Background: an optimization exercise with open tools, aiming at small area and a short achievable clock period. Do not read the settings as production practice.
RTL that was checked went through simulation tests only; none was proved equivalent to the original.
Function not checked in run 2: the RTL went through the layout flow alone.

==> flow/design.v (outline; a module is shown in full before it is edited, if it fits) <==
// module mac: 2249 lines
module mac #(
    parameter N = 32
  )(
    input  wire                clk,
    input  wire                arst_n,
    input  wire                ce,
    input  wire                sload,
    input  wire signed [N-1:0] A,
    input  wire signed [N-1:0] B,
    output wire                pvalid,
    output wire signed [N-1:0] P
  );
  // ...
==> flow/run.sh <==
#!/bin/bash
# synth_recipe.tcl (not shown) runs the flow's synth.tcl, then flattens the netlist and writes it again
# the make line also repeats each setting of config.mk as NAME=value (left out here)
make -C /OpenROAD-flow-scripts/flow DESIGN_CONFIG=/design/flow/config.mk WORK_HOME=/design/flow/orfs CLKGATE_MAP_FILE= SYNTH_SCRIPT=/design/flow/synth_recipe.tcl finish
==> flow/config.mk <==
export PLATFORM = sky130hd
export DESIGN_NAME = mac
export DESIGN_NICKNAME = mac
export VERILOG_FILES = /design/flow/design.v
export SDC_FILE = /design/flow/constraint.sdc
export NUM_CORES = 4
export LEC_CHECK = 0
export CAP_MARGIN = 20
export CORE_MARGIN = 2
export CORE_UTILIZATION = 40
export SLEW_MARGIN = 20
==> flow/constraint.sdc <==
create_clock -name core_clock -period 16.5 [get_ports {clk}]
set_input_delay 3.3000 -clock core_clock [delete_from_list [all_inputs] [get_ports {clk}]]
set_output_delay 3.3000 -clock core_clock [all_outputs]
set_load 0.01 [all_outputs]
==> results by group, run 1 <==
Run status
  – Status: finished clean

Setup path
  – Reg2reg end: acc_hi[31]
  – CP Depth: 25
  – R2r worst-path depth: 25
  – Slowest CP cell: nor2_1
  – Max incr delay on CP: roughly 1.1 ns

Place
  – PortBufs: 100
  – Placed cell area: 40200 µm²

Logic synthesis
  – Ranking of synthesized cells by area: fa_1 (25%), edfxtp_1 (7.4%), nand2_1 (7.1%)
  – Library cells used by synthesis: ~70
  – Post-Syn Nets: 5990
  – XOR/XNOR share of the synthesized area: roughly 2.7%
  – Leading area contributor after synthesis: fa_1
  – Syn avg cell area: approximately 7.3 µm²
  – Top-area cell type share of the netlist area: around a quarter
  – Synth Area in Simple Gates: between 10% and 20%
  – Mapped Cells: around 5300

Route
  – Residual DRC: 0
  – Met2 wire length: 69.7 mm
  – Vias: between 40000 and 50000
  – Met3 routed WL: approximately 25 mm

STA
  – Fin crit period: approximately 9.7 ns
  – Final WS setup: slightly below 7 ns
  – Maximum clock rate: 0.103 GHz
  – Setup TNS: 0 ns

Worst hold path
  – WHS Path Cells: 2

Clocking
  – Total CTS buffers: 17
  – Latest clock arrival within the worst-skew pair: 0.52 ns

Global routing
  – Global-route track usage on met3: about an eighth
  – Met2 Use GR: between 40% and 50%

Cells and area
  – Layout cells sized above 1: roughly 4.1%
  – Layout Cells excl Fill: between 6000 and 7000
  – Largest cell class by area: multi-input combinational cells
  – Non-clock buffering overhead: 4.93%

Floorplanning
  – DIE AREA: 100000 µm²
  – DIE HEIGHT: roughly 320 µm
==> run 2, diff against run 1 <==
==> flow/design.v (replaced) <==
`timescale 1ns/1ps
module mac #(
    parameter N = 32
  )(
    input  wire                clk,
    input  wire                arst_n,
    input  wire                ce,
    input  wire                sload,
    input  wire signed [N-1:0] A,
    input  wire signed [N-1:0] B,
    output wire                pvalid,
    output wire signed [N-1:0] P
  );
  reg signed [N-1:0]   a_reg;
  reg signed [N-1:0]   b_reg;
  reg signed [N-1:0]   p_reg;
  reg signed [2*N-1:0] mult_reg;
  reg signed [2*N-1:0] acc_reg;
  reg                  sload_reg;
  reg                  qpvalid;
  always @(posedge clk or negedge arst_n) begin : init
    if (arst_n == 1'b0) begin
      sload_reg <= 1'b1;
      a_reg    <= {N{1'b0}};
      b_reg    <= {N{1'b0}};
    end else if (ce == 1'b1) begin
      sload_reg <= sload;
      a_reg <= A;
      b_reg <= B;
    end
  end
  always @(negedge clk or negedge arst_n) begin : mult
    if (arst_n == 1'b0) begin
      mult_reg <= {2*N{1'b0}};
    end else if (ce == 1'b1) begin
      mult_reg <= a_reg * b_reg;
    end
  end
  always @(posedge clk or negedge arst_n) begin : accum
    if (arst_n == 1'b0) begin
      acc_reg  <= {2*N{1'b0}};
    end else if (ce == 1'b1) begin
      if (sload_reg == 1'b0) begin
        acc_reg <= acc_reg + mult_reg;
      end else begin
        acc_reg[2*N-1:N] <= {N{1'b0}};
      end
    end
  end
  always @(negedge clk or negedge arst_n) begin : result_extract
    if (arst_n == 1'b0) begin
      qpvalid <= 1'b0;
      p_reg   <= {N{1'b0}};
    end else if (ce == 1'b1) begin
      if (sload_reg == 1'b0) begin
        qpvalid <= 1'b0;
        p_reg   <= {N{1'b0}};
      end else begin
        qpvalid <= 1'b1;
        p_reg   <= acc_reg[2*N-1:N];
      end
    end
  end
  assign P = p_reg;
  assign pvalid = qpvalid;
endmodule
==> results by group, run 2 <==
Run status
  – Status: finished clean

Clocking
  – CTS root buf: clkbuf_16
  – CTS H-Tree Depth: 2
  – Latest clock arrival within the worst-skew pair: 0.62 ns (+0.10 ns)
  – Total CTS buffers: 34 (+17)
  – CTS Hold Bufs: 0
  – CTS tree: built
  – Clock transition at path regs: 0.05 ns
  – CTS sink cnt: 226
  – CTS max path bufs: 3

Route
  – Vias: 34210 (-15%)
  – Starting DRT DRC Count: between 1500 and 2000
  – Antenna Violating Nets Remaining: 0
  – Routed WL: 124 mm
  – Via-per-instance ratio: about 5
  – First-pass detailed-route iteration total: 6
  – Routed wire length per instance: 18.4 µm
  – Residual DRC: 0 (unchanged)

Setup path
  – Startpoint types: flip-flop
  – CP max FO: 23
  – Critical path arrival: approximately 8.3 ns
  – Max incr delay on CP: 0.62 ns (-0.46 ns)
  – CP Capture Type: flip-flop
  – Crit-path leading delay family: adder cells
  – Crit-path cells: buf_4 > nand2_1 > fa_1 > inv_1 > fa_1 > fa_1 > fa_1 > fa_1 > fa_1 > fa_1 > inv_1 > fa_1 > inv_1 > ha_1 > nand4_1 > nor3_1 > buf_4 > o31ai_2 > o21ai_1 > a211oi_2 > o31ai_1 > xnor2_1 > mux2_2
  – Critical path buffer and inverter count: 5
  – Crit path top cell by count: fa_1
  – Slowest CP cell: dfrtp_1
  – Critical path required time: 8.70 ns
  – Setup Crit Path Kind: flip-flop to flip-flop

Logic synthesis
  – Ranking of synthesized cells by instance count: fa_1 (1083), inv_1 (1021), nand2_1 (622)
  – Top-area cell type share of the netlist area: 45.0% (+20 points)
  – Yosys reg bits: approximately 230
  – Syn avg cell area: 9.53 µm² (+30%)
  – Library cells used by synthesis: 80 (+13%)
  – Mapped Area: roughly 48000 µm²
  – Ranking of synthesized cells by area: fa_1 (45%), inv_1 (8.0%), and2_1 (6.8%)
  – Sequential area share after synthesis: about an eighth
  – Mapped Cells: 5055 (-4.9%)
  – EDFF count, synth: 0
  – Top_reg_cell synth: dfrtp_1
  – Most frequent cell after synthesis: fa_1
  – Post-Syn Nets: 6453 (+7.7%)
  – Async SR Flop Fraction: 100%
  – Leading area contributor after synthesis: fa_1
  – Synthesis Warnings: 1

Cells and area
  – Layout cells sized above 1: 8.26% (+4.1 points)
  – FILL cells: ~12000
  – Commonest non-fill, non-tap cell in the layout: fa_1
  – Fin area: 53200 µm²
  – # diodes: 0
  – Nets@finish: between 6000 and 7000
  – Commonest cells after routing, fill and taps aside: fa_1 (1082), inv_1 (1019), nand2_1 (622)
  – Area Growth Syn to Fin: 10.5%

STA
  – Pins Over Slew Limit: 0
  – Worst Tran Pin Value: about 0.92 ns
  – Slew HR: just under 40%
  – Skew final: 0.0586 ns
  – RSZ-0062 raised after global routing: false
  – Setup TNS: 0 ns (unchanged)
  – Endpoints failing hold: 0
  – Final setup vio count: 0
  – Final WS setup: 0.371 ns (-6.40 ns)

Floorplanning
  – Io pins: just over 100
  – DIE AREA: 123000 µm² (+23%)
  – DIE HEIGHT: 351 µm (+11%)
  – Area of the core: between 100000 and 150000 µm²
  – Initial core utilization: 40.3%
  – Standard-cell rows: around 130
  – Die width: roughly 350 µm

Place
  – Placed cell area: 52000 µm² (+29%)
  – Placement Setup Slack: about 0.15 ns
  – Detailed Place HPWL: 105 mm
  – RD Place Congestion: between 0.8 and 0.9
  – PortBufs: 100 (unchanged)

Global routing
  – Pin count of the biggest net entering global routing: around 170
  – Antenna violations before repair: 1
  – Total grt overflow: 0
  – First-pass GRT wire length: 208 mm
  – Total track usage: 21.5%
  – Via count of the first global-routing pass: ~38000

Run
  – Max Cap Viol: 0

Worst hold path
  – Worst min-delay path class: flip-flop to flip-flop
[run 2: worst paths after layout]
path / endpoint / slack (ns) / cells after the start / startpoint
min in group asynchronous: b_reg[12] / 2.55 / 1 / arst_n
min reg2reg: p_reg[31] / 0.44 / 1 / p_reg[31]
max reg2reg: mult_reg[60] / 0.37 / 23 / b_reg[23]
max in group asynchronous: mult_reg[11] / 4.53 / 2 / arst_n
max: mult_reg[60] / 0.37 / 23 / b_reg[23]
min: p_reg[31] / 0.44 / 1 / p_reg[31]
[run 2: cells by family (layout without fill, tap and decap cells)]
group | Yosys count | after routing | synth area share (%)
DFF | 226 | 226 | 11.7
muxes | 115 | 115 | 2.68
xor gates and xnor gates | 119 | 119 | 2.16
and+or+nand+nor | 1423 | 1423 | 14.5
AOI/OAI and AO/OA | 543 | 543 | 7.31
buffers and inverters | 1299 | 1390 | 10.1
adders and majority gates | 1330 | 1330 | 51.4
[run 2: final cells by class]
| class | count | area (µm²) | area share [%] |
|---|---|---|---|
| Clock buffer | 51 | 985 | 1.85 |
| Tap cell | 1612 | 2020 | 3.79 |
| Timing Repair Buffer | 305 | 2820 | 5.30 |
| Multi-Input combinational cell | 3530 | 37700 | 70.8 |
| Sequential cell | 226 | 5690 | 10.7 |
| Clock inverter | 11 | 204 | 0.383 |
| Inverter | 1023 | 3840 | 7.22 |
[run 2: metal layers]
metal | share of wire [%] | GRT usage [%]
met4 | 3.4 | 6.82
met5 | 0 | 0
met2 | 53 | 40.2
met3 | 2.8 | 1.93
met1 | 40 | 26.0
[run 2: stage by stage]
stage	utilization [%]	hold slack (ns)	cells
CTS	44.4	0.440	6758
global route	44.5	0.477	6758
finish	44.5	0.441	6758
detailed placement	43.4	0.439	6696
global placement	43.4	0.435	6696
floorplan	-	0.418	5055
[run 2: what timing repair did]
action / CTS / global route
setup endpoints to repair: 0 / 14
gates resized for setup: 0 / 35
buffers inserted: 0 / 0
hold endpoints to repair: 0 / 0

## re-timing with driven ports
How much do the figures lean on ideal ports? The routed layout below was timed once more, with nothing changed but the port constraints. Step 1 sets driving cells, clkbuf_16 on the clock port and buf_2 on the other inputs (assumed; they add their load-dependent delay and slew). Step 2 times the ports against the registers' clock, not the clock port: input delays grow and output delays shrink by t, the midpoint of the rising clock arrivals with the driver on. Three values: ideal, step 1, step 2; two values: the first two.
run: run 1
shift t [ns]: 0.577
setup slack, ns: 6.774 / 6.774 / 6.774
latest minus earliest clock arrival (ns): 0.028 / 0.028
worst data-port slew with drivers (ns): 0.05
cell pins on the clock port's net: 1
After both steps setup and hold are still met in run 1. The setup slack of run 1 moves by 0.000 ns with the drivers and by 0.000 ns with both steps.
